This is an optimization exercise on Yosys and OpenROAD, whose aim is small area, not a production implementation. The RTL was checked by simulation tests, not by an equivalence proof against the original design. Power figures rest on the tool's default switching activity, not on a simulated workload.

Setup of job 3615:
// spacekey
module spacekey(VGA_RED, VGA_BLUE, VGA_GREEN, hex0, pix_x, pix_y, pix_v, imgReturn, jump, restart, clk, rst);
Size: about 49 I/O pins, about 3000 um^2 of cells after synthesis.
export LEC_CHECK = 0
export ABC_AREA = 1
export CAP_MARGIN = 20
export CORE_MARGIN = 2
export CORE_UTILIZATION = 40
export CTS_BUF_LIST = sky130_fd_sc_hd__clkbuf_4
export PLACE_DENSITY = 0.6
export SLEW_MARGIN = 20
export BUFFER_PORTS_ARGS = -buffer_cell sky130_fd_sc_hd__buf_1
create_clock -name core_clock -period 12.0 [get_ports {clk}]
standard.sh (not shown) runs the stock make flow with config.mk's settings and CLKGATE_MAP_FILE= SYNTH_SCRIPT=/design/flow/synth_recipe.tcl, a recipe that flattens the netlist after the stock synthesis.
==> flow/flow/run.sh <==
#!/bin/bash
# Standard layout, except that
#  - after the standard synthesis, the logic between the registers is re-mapped
#    for area (flow/resynth.tcl); the registers are kept as they are;
#  - the port buffers are the smallest buffer cell.
set -euo pipefail
HERE=$(pwd)
R=$HERE/orfs/results/$FLOW_PLATFORM/spacekey/base
echo 'export BUFFER_PORTS_ARGS = -buffer_cell sky130_fd_sc_hd__buf_1' >> config.mk

bash standard.sh synth > synth.log 2>&1

cp $R/1_2_yosys.v $HERE/std_synth.v
YOSYS=$(command -v yosys || echo $FLOW_HOME/../tools/install/yosys/bin/yosys)
LIB=$FLOW_HOME/platforms/$FLOW_PLATFORM/lib/sky130_fd_sc_hd__tt_025C_1v80.lib \
IN_NET=$HERE/std_synth.v OUT_NET=$HERE/resynth.v TOP=$FLOW_TOP \
STAT_BEFORE=$HERE/resynth_before.txt STAT_AFTER=$HERE/resynth_after.txt \
DONT_USE="$(cat $HERE/flow/dont_use.txt)" ABC_SCRIPT=$HERE/flow/abc_area.scr \
  $YOSYS -c $HERE/flow/resynth.tcl > resynth.log 2>&1

cp $HERE/resynth.v $R/1_2_yosys.v
rm -f $R/1_synth.odb $R/1_synth.sdc
bash standard.sh finish > finish.log 2>&1
==> flow/flow/abc_area.scr <==
strash
dch -f
amap
topo
Other scripts of this flow, unchanged in this note and not shown: flow/flow/dont_use.txt, flow/flow/resynth.tcl
Edits applied to the flow inputs when going from job 3615 to job 2213:
- CTS_ARGS: unset -> -sink_clustering_enable -repair_clock_nets -buf_list sky130_fd_sc_hd__clkbuf_4 -dont_use_dummy_load
-- flow/flow/run.sh --
<<< job 3615, line 8
R=$HERE/orfs/results/$FLOW_PLATFORM/spacekey/base
echo 'export BUFFER_PORTS_ARGS = -buffer_cell sky130_fd_sc_hd__buf_1' >> config.mk
>>> job 2213, line 8
R=$HERE/orfs/results/$FLOW_PLATFORM/spacekey/base
echo 'export CTS_ARGS = -sink_clustering_enable -repair_clock_nets -buf_list sky130_fd_sc_hd__clkbuf_4 -dont_use_dummy_load' >> config.mk
echo 'export BUFFER_PORTS_ARGS = -buffer_cell sky130_fd_sc_hd__buf_1' >> config.mk
==> flow/flow/abc_area.scr <==
strash
dch -f
amap
strash
dch -f
amap -m
topo
## What came out
In terms of clock latency at the later pin of the worst-skew pair, job 2213 and job 3615 differ only marginally.
Final non-filler cell total in job 2213 vs job 3615: down about 2.2%
Where register-to-register setup slack is concerned, job 3615 is outperformed by job 2213.
From job 3615 to job 2213 the numbers moved as follows: clock input transition at the sequential cells of the worst setup and hold paths decreased by 40 ps relative to the old numbers; relative area of clock buffers and inverters in the final design decreased by 0.21 points relative to the old numbers; post-route clock period utilization decreased by 2.2 points relative to the old numbers; data arrival time at the worst-slack endpoint decreased by 260 ps relative to the old numbers.
### job 2213 -> job 3020
- swapping -sink_clustering_enable -repair_clock_nets -buf_list sky130_fd_sc_hd__clkbuf_4 -dont_use_dummy_load for -repair_clock_nets -buf_list sky130_fd_sc_hd__clkbuf_8 -root_buf sky130_fd_sc_hd__clkbuf_8 -distance_between_buffers 1000 -dont_use_dummy_load in CTS_ARGS
-- flow/flow/run.sh --
<<< job 2213, line 8
R=$HERE/orfs/results/$FLOW_PLATFORM/spacekey/base
echo 'export CTS_ARGS = -sink_clustering_enable -repair_clock_nets -buf_list sky130_fd_sc_hd__clkbuf_4 -dont_use_dummy_load' >> config.mk
echo 'export BUFFER_PORTS_ARGS = -buffer_cell sky130_fd_sc_hd__buf_1' >> config.mk
>>> job 3020, line 8
R=$HERE/orfs/results/$FLOW_PLATFORM/spacekey/base
echo 'export CTS_ARGS = -repair_clock_nets -buf_list sky130_fd_sc_hd__clkbuf_8 -root_buf sky130_fd_sc_hd__clkbuf_8 -distance_between_buffers 1000 -dont_use_dummy_load' >> config.mk
echo 'export BUFFER_PORTS_ARGS = -buffer_cell sky130_fd_sc_hd__buf_1' >> config.mk
==> run notes <==
Least setup slack across all paths after layout delta for job 3020 relative to job 2213: 9.9 ps lower. Job 3020 against job 2213: worst path buffer plus inverter count now sits at about the same level; first-iteration DRC count now smaller. The highest ir drop seen on vdd in job 3020 was higher than what job 2213 gave. Job 2213 and job 3020 ended up with roughly the same die area. Summary of the comparison: sequential portion of the cell area is lower in job 3020, relative to job 2213. Going from job 2213 to job 3020, the total power after layout was found to have gone up by about 9%. The run showing the greater time the worst path needs with I/O delays and setup is job 3020. The final layout from job 3020, which completed every stage, passed the timing, DRC and antenna checks at the end of the flow. Comparing job 2213 with job 3020, the final period utilization came out essentially unchanged. Going from job 2213 to job 3020, the leakage power total was found to have gone up by 1.3%.

run A:
Starting RTL as in the previous note.
## spacekey
module spacekey(VGA_RED, VGA_BLUE, VGA_GREEN, hex0, pix_x, pix_y, pix_v, imgReturn, jump, restart, clk, rst);
  output [3:0] VGA_RED;
  wire [3:0] VGA_RED;
  output [3:0] VGA_BLUE;
  wire [3:0] VGA_BLUE;
  output [3:0] VGA_GREEN;
  wire [3:0] VGA_GREEN;
  output [6:0] hex0;
  wire [6:0] hex0;
  input [11:0] pix_x;
  wire [11:0] pix_x;
  input [11:0] pix_y;
  wire [11:0] pix_y;
  input pix_v;
  wire pix_v;
  input imgReturn;
  wire imgReturn;
  input jump;
  wire jump;
  input restart;
  wire restart;
  input clk;
  wire clk;
  input rst;
  wire rst;
  wire _0000_;
  wire _0001_;
  wire _0002_;
  wire _0003_;
  wire _0004_;
  wire _0005_;
  wire _0006_;
  wire _0007_;
  wire _0008_;
  wire _0009_;
  wire _0010_;
  wire _0011_;
  wire _0012_;
  wire _0013_;
  wire _0014_;
  wire _0015_;
  wire _0016_;
  wire _0017_;
  wire _0018_;
  wire _0019_;
  wire _0020_;
  wire _0021_;
  wire _0022_;
  wire _0023_;
  wire _0024_;
  wire _0025_;
  wire _0026_;
  wire _0027_;
  wire _0028_;
  wire _0029_;
  wire _0030_;
  wire _0031_;
  wire _0032_;
  wire _0033_;
  wire _0034_;
  wire _0035_;
  wire _0036_;
  wire _0037_;
  wire _0038_;
  wire _0039_;
  wire _0040_;
  wire _0041_;
  wire _0042_;
  wire _0043_;
  wire _0044_;
  wire _0045_;
  wire _0046_;
  wire _0047_;
  wire _0048_;
  wire _0049_;
  wire _0050_;
  wire _0051_;
  wire _0052_;
  wire _0053_;
  wire _0054_;
  wire _0055_;
  wire _0056_;
  wire _0057_;
  wire _0058_;
  wire _0059_;
  wire _0060_;
  wire _0061_;
  wire _0062_;
  wire _0063_;
  wire _0064_;
  wire _0065_;
  wire _0066_;
  wire _0067_;
  wire _0068_;
  wire _0069_;
  wire _0070_;
  wire _0071_;
  wire _0072_;
  wire _0073_;
  wire _0074_;
  wire _0075_;
  wire _0076_;
  wire _0077_;
  wire _0078_;
  wire _0079_;
  wire _0080_;
  wire _0081_;
  wire _0082_;
  ...
==> flow/config.mk <==
export PLATFORM = sky130hd
export DESIGN_NAME = spacekey
export DESIGN_NICKNAME = spacekey
export VERILOG_FILES = /design/flow/design.v
export SDC_FILE = /design/flow/constraint.sdc
export NUM_CORES = 4
export LEC_CHECK = 0
export ABC_AREA = 1
export CAP_MARGIN = 20
export CORE_MARGIN = 2
export CORE_UTILIZATION = 40
export CTS_BUF_LIST = sky130_fd_sc_hd__clkbuf_4
export PLACE_DENSITY = 0.6
export SLEW_MARGIN = 20
export CTS_ARGS = -sink_clustering_enable -repair_clock_nets -buf_list sky130_fd_sc_hd__clkbuf_8 -sink_clustering_size 32 -sink_clustering_max_diameter 1000 -sink_clustering_levels 1 -dont_use_dummy_load
export BUFFER_PORTS_ARGS = -buffer_cell sky130_fd_sc_hd__buf_1
==> flow/constraint.sdc <==
create_clock -name core_clock -period 12.0 [get_ports {clk}]
set_input_delay 2.4000 -clock core_clock [delete_from_list [all_inputs] [get_ports {clk}]]
set_output_delay 2.4000 -clock core_clock [all_outputs]
set_load 0.01 [all_outputs]
==> flow/flow/run.sh <==
#!/bin/bash
# Standard layout, except that
#  - after the standard synthesis, the logic between the registers is re-mapped
#    for area (flow/resynth.tcl); the registers are kept as they are;
#  - the port buffers are the smallest buffer cell.
set -euo pipefail
HERE=$(pwd)
R=$HERE/orfs/results/$FLOW_PLATFORM/spacekey/base
echo 'export CTS_ARGS = -sink_clustering_enable -repair_clock_nets -buf_list sky130_fd_sc_hd__clkbuf_8 -sink_clustering_size 32 -sink_clustering_max_diameter 1000 -sink_clustering_levels 1 -dont_use_dummy_load' >> config.mk
echo 'export BUFFER_PORTS_ARGS = -buffer_cell sky130_fd_sc_hd__buf_1' >> config.mk

bash standard.sh synth > synth.log 2>&1

cp $R/1_2_yosys.v $HERE/std_synth.v
YOSYS=$(command -v yosys || echo $FLOW_HOME/../tools/install/yosys/bin/yosys)
LIB=$FLOW_HOME/platforms/$FLOW_PLATFORM/lib/sky130_fd_sc_hd__tt_025C_1v80.lib \
IN_NET=$HERE/std_synth.v OUT_NET=$HERE/resynth.v TOP=$FLOW_TOP \
STAT_BEFORE=$HERE/resynth_before.txt STAT_AFTER=$HERE/resynth_after.txt \
DONT_USE="$(cat $HERE/flow/dont_use.txt)" ABC_SCRIPT=$HERE/flow/abc_area.scr \
  $YOSYS -c $HERE/flow/resynth.tcl > resynth.log 2>&1

cp $HERE/resynth.v $R/1_2_yosys.v
rm -f $R/1_synth.odb $R/1_synth.sdc
bash standard.sh finish > finish.log 2>&1
==> flow/flow/abc_area.scr <==
strash
dch -f
amap
strash
dch -f
amap -m
topo
Other scripts of this flow, unchanged in this note and not shown: flow/flow/dont_use.txt, flow/flow/resynth.tcl
The following lists how run B was set up differently from run A:
- putting CTS_CLUSTER_DIAMETER at 200 where nothing was set
- putting CTS_CLUSTER_SIZE at 32 where nothing was set
- clearing CTS_ARGS, which used to be -sink_clustering_enable -repair_clock_nets -buf_list sky130_fd_sc_hd__clkbuf_8 -sink_clustering_size 32 -sink_clustering_max_diameter 1000 -sink_clustering_levels 1 -dont_use_dummy_load
- swapping sky130_fd_sc_hd__clkbuf_4 for sky130_fd_sc_hd__clkbuf_8 in CTS_BUF_LIST
diff --git a/flow/flow/run.sh b/flow/flow/run.sh
--- a/flow/flow/run.sh
+++ b/flow/flow/run.sh
@@ -9 +8,0 @@
-echo 'export CTS_ARGS = -sink_clustering_enable -repair_clock_nets -buf_list sky130_fd_sc_hd__clkbuf_8 -sink_clustering_size 32 -sink_clustering_max_diameter 1000 -sink_clustering_levels 1 -dont_use_dummy_load' >> config.mk
==> flow/flow/abc_area.scr <==
strash
dch -f
amap
topo
Findings:
Run B and run A all finish clean. Going from run A to run B, final period utilization now larger, total power divided by cell area increased by 3.4 nW/um2 relative to the old numbers, layout overhead on the synthesized area shows an increase of 0.80 points, wire length of the first global-routing pass has increased. Run B falls short of run A in starting DRC count in detailed routing. On number of clock-tree buffers in the layout: between run B and run A, it ends up higher for run B. Post-synthesis instance area (run B vs. run A) increases slightly. [compare] base=run A new=run B: layout cell share with drive strength beyond 1 increased 0.34 points, effective utilization at floorplan grew by 0.21 points.
--- input diff run B..run C ---
- CTS_CLUSTER_DIAMETER removed (was 200)
- CTS_ARGS newly set to -sink_clustering_enable -repair_clock_nets -buf_list sky130_fd_sc_hd__clkbuf_2 -root_buf sky130_fd_sc_hd__clkbuf_4 -dont_use_dummy_load
- CTS_BUF_LIST changed from sky130_fd_sc_hd__clkbuf_8 to sky130_fd_sc_hd__clkbuf_4
- CTS_CLUSTER_SIZE removed (was 32)
diff --git a/flow/flow/run.sh b/flow/flow/run.sh
--- a/flow/flow/run.sh
+++ b/flow/flow/run.sh
@@ -5 +5,2 @@
-#  - the port buffers are the smallest buffer cell.
+#  - the port buffers are the smallest buffer cell;
+#  - the clock tree is built of clkbuf_4 cells, without dummy loads.
@@ -8,0 +10 @@
+echo 'export CTS_ARGS = -sink_clustering_enable -repair_clock_nets -buf_list sky130_fd_sc_hd__clkbuf_2 -root_buf sky130_fd_sc_hd__clkbuf_4 -dont_use_dummy_load' >> config.mk
==> flow/flow/abc_area.scr <==
strash
dch -f
amap
strash
dch -f
amap -m
topo
--- outcome ---
Looking at the reports, run C completed the entire flow and the layout it produced met the timing, DRC and antenna checks.
Run C ends up with lower count of clock-buffer cells in the layout than run B does.
The final worst setup slack in run C was higher than what run B gave.
Comparing run B and run C, the higher overall fraction of global-route tracks in use is on run C.
Run B → run C: multi-input logic area decreased 31 um2; static power due to leakage shows a reduction of 6.0%.
#### Input delta (run D over run C)
- CTS_ARGS: -sink_clustering_enable -repair_clock_nets -buf_list sky130_fd_sc_hd__clkbuf_2 -root_buf sky130_fd_sc_hd__clkbuf_4 -dont_use_dummy_load -> unset
diff --git a/flow/flow/run.sh b/flow/flow/run.sh
--- a/flow/flow/run.sh
+++ b/flow/flow/run.sh
@@ -5,2 +5 @@
-#  - the port buffers are the smallest buffer cell;
-#  - the clock tree is built of clkbuf_4 cells, without dummy loads.
+#  - the port buffers are the smallest buffer cell.
@@ -10 +8,0 @@
-echo 'export CTS_ARGS = -sink_clustering_enable -repair_clock_nets -buf_list sky130_fd_sc_hd__clkbuf_2 -root_buf sky130_fd_sc_hd__clkbuf_4 -dont_use_dummy_load' >> config.mk
--- outcome ---
- Run D reached the end of the flow, and the finished layout is clean on the timing, DRC and antenna checks.
- Looking at internal power across both flows, run D is the weaker of the two, with run C ahead.
- Going from run C to run D, non-filler instance count after layout rose 3; total track usage about even.
Relative to run D, the following input files were edited for run E:
- putting CTS_ARGS at -sink_clustering_enable -repair_clock_nets -buf_list sky130_fd_sc_hd__clkbuf_4 -dont_use_dummy_load where nothing was set
diff --git a/flow/flow/run.sh b/flow/flow/run.sh
--- a/flow/flow/run.sh
+++ b/flow/flow/run.sh
@@ -5 +5,2 @@
-#  - the port buffers are the smallest buffer cell.
+#  - the port buffers are the smallest buffer cell;
+#  - the clock tree is built of clkbuf_4 cells, without dummy loads.
@@ -8,0 +10 @@
+echo 'export CTS_ARGS = -sink_clustering_enable -repair_clock_nets -buf_list sky130_fd_sc_hd__clkbuf_4 -dont_use_dummy_load' >> config.mk
## What came out
Relative to run D, least setup slack across all paths after layout has decreased by 10 ps in run E. Going from run D to run E, clock skew higher; first-pass GRT wire length ~0 delta; cell area fell by 38 um2; routed wire length +about 0.45%. When the final numbers for run E and run D were put side by side, the pin slew with the least headroom to its limit turned out to be greater in run E. Run E finished every step from synthesis to the final layout, and the layout passed the timing, DRC and antenna checks.

Starting RTL as in the previous note.
## spacekey
module spacekey(VGA_RED, VGA_BLUE, VGA_GREEN, hex0, pix_x, pix_y, pix_v, imgReturn, jump, restart, clk, rst);
export LEC_CHECK = 0
export ABC_AREA = 1
export CAP_MARGIN = 20
export CORE_MARGIN = 2
export CORE_UTILIZATION = 40
export CTS_BUF_LIST = sky130_fd_sc_hd__clkbuf_4
export PLACE_DENSITY = 0.6
export SLEW_MARGIN = 20
export CTS_ARGS = -sink_clustering_enable -repair_clock_nets -buf_list sky130_fd_sc_hd__clkbuf_1 -root_buf sky130_fd_sc_hd__clkbuf_4 -dont_use_dummy_load
export BUFFER_PORTS_ARGS = -buffer_cell sky130_fd_sc_hd__buf_1
create_clock -name core_clock -period 12.0 [get_ports {clk}]
==> flow/flow/run.sh <==
#!/bin/bash
# Standard layout, except that
#  - after the standard synthesis, the logic between the registers is re-mapped
#    for area (flow/resynth.tcl); the registers are kept as they are;
#  - the port buffers are the smallest buffer cell;
#  - the clock tree is built of clkbuf_4 cells, without dummy loads.
set -euo pipefail
HERE=$(pwd)
R=$HERE/orfs/results/$FLOW_PLATFORM/spacekey/base
echo 'export CTS_ARGS = -sink_clustering_enable -repair_clock_nets -buf_list sky130_fd_sc_hd__clkbuf_1 -root_buf sky130_fd_sc_hd__clkbuf_4 -dont_use_dummy_load' >> config.mk
echo 'export BUFFER_PORTS_ARGS = -buffer_cell sky130_fd_sc_hd__buf_1' >> config.mk

bash standard.sh synth > synth.log 2>&1

cp $R/1_2_yosys.v $HERE/std_synth.v
YOSYS=$(command -v yosys || echo $FLOW_HOME/../tools/install/yosys/bin/yosys)
LIB=$FLOW_HOME/platforms/$FLOW_PLATFORM/lib/sky130_fd_sc_hd__tt_025C_1v80.lib \
IN_NET=$HERE/std_synth.v OUT_NET=$HERE/resynth.v TOP=$FLOW_TOP \
STAT_BEFORE=$HERE/resynth_before.txt STAT_AFTER=$HERE/resynth_after.txt \
DONT_USE="$(cat $HERE/flow/dont_use.txt)" ABC_SCRIPT=$HERE/flow/abc_area.scr \
  $YOSYS -c $HERE/flow/resynth.tcl > resynth.log 2>&1

cp $HERE/resynth.v $R/1_2_yosys.v
rm -f $R/1_synth.odb $R/1_synth.sdc
bash standard.sh finish > finish.log 2>&1
Other scripts of this flow, unchanged in this note and not shown: flow/flow/abc_area.scr, flow/flow/dont_use.txt, flow/flow/resynth.tcl
Change:
--- a/flow/flow/run.sh
+++ b/flow/flow/run.sh
@@ -4,4 +4,3 @@
 #    for area (flow/resynth.tcl); the registers are kept as they are;
-#  - the port buffers are the smallest buffer cell;
-#  - the clock tree is built of clkbuf_4 cells, without dummy loads.
+#  - the port buffers are the smallest buffer cell.
 set -euo pipefail
@@ -9,3 +8,3 @@
 R=$HERE/orfs/results/$FLOW_PLATFORM/spacekey/base
-echo 'export CTS_ARGS = -sink_clustering_enable -repair_clock_nets -buf_list sky130_fd_sc_hd__clkbuf_1 -root_buf sky130_fd_sc_hd__clkbuf_4 -dont_use_dummy_load' >> config.mk
+echo 'export CTS_ARGS = -sink_clustering_enable -repair_clock_nets -buf_list sky130_fd_sc_hd__clkbuf_8 -sink_clustering_size 32 -sink_clustering_max_diameter 500 -dont_use_dummy_load' >> config.mk
 echo 'export BUFFER_PORTS_ARGS = -buffer_cell sky130_fd_sc_hd__buf_1' >> config.mk
CTS_ARGS = -sink_clustering_enable -repair_clock_nets -buf_list sky130_fd_sc_hd__clkbuf_8 -sink_clustering_size 32 -sink_clustering_max_diameter 500 -dont_use_dummy_load   (was -sink_clustering_enable -repair_clock_nets -buf_list sky130_fd_sc_hd__clkbuf_1 -root_buf sky130_fd_sc_hd__clkbuf_4 -dont_use_dummy_load)
=> The changed run produced a clean layout. Core utilization climbs by 0.44 points. Sequential cell count is unchanged. Wire length increases by 0.34%. Final cell count does not change. Setup slack loses 9.9 ps. First-iteration DRC count falls by 7.6%. Final area went up by 0.96%. Maximum frequency barely changes. Die area is unchanged.

==> separate check: timing with driven ports <==
No port has a modelled driver above. Below, the same layouts with a new extraction and two added sets of constraints.
Step 1 assumes that a clkbuf_16 drives the clock port and a buf_2 every other input.
Step 2 moves the port delays by t, midway between the first and last clock arrival at a register: inputs arrive t later, outputs are due t later. That takes back most of the time a late clock gives input paths.
a / b / c = ideal ports / drivers / drivers and shift; a / b = the first two.
| run | shift t [ns] | setup WS [ns] | hold WS [ns] | worst data-port slew with drivers (ns) | cell pins on the clock port's net |
|---|---|---|---|---|---|
| job 3615 | 0.363 | 1.787 / 1.758 / 1.758 | 0.478 / 0.478 / 0.478 | 0.03 | 1 |
| job 2213 | 0.344 | 2.052 / 2.028 / 2.028 | 0.484 / 0.484 / 0.484 | 0.03 | 1 |
| job 3020 | 0.298 | 2.042 / 2.018 / 2.018 | 0.482 / 0.482 / 0.482 | 0.03 | 1 |
| run A | 0.298 | 2.042 / 2.018 / 2.018 | 0.482 / 0.482 / 0.482 | 0.03 | 1 |
| run B | 0.307 | 1.777 / 1.747 / 1.747 | 0.473 / 0.473 / 0.473 | 0.03 | 1 |
| run C | 0.344 | 2.052 / 2.028 / 2.028 | 0.484 / 0.484 / 0.484 | 0.03 | 1 |
| run D | 0.356 | 2.062 / 2.038 / 2.038 | 0.487 / 0.487 / 0.487 | 0.03 | 1 |
| run E | 0.344 | 2.052 / 2.028 / 2.028 | 0.484 / 0.484 / 0.484 | 0.03 | 1 |
| the first run of note 3 | 0.344 | 2.052 / 2.028 / 2.028 | 0.484 / 0.484 / 0.484 | 0.03 | 1 |
| the second run of note 3 | 0.298 | 2.042 / 2.018 / 2.018 | 0.482 / 0.482 / 0.482 | 0.03 | 1 |
After both steps every run listed still meets setup and hold. For run B, which loses most, drivers alone change the setup slack by -0.030 ns; drivers and shift together by -0.030 ns.
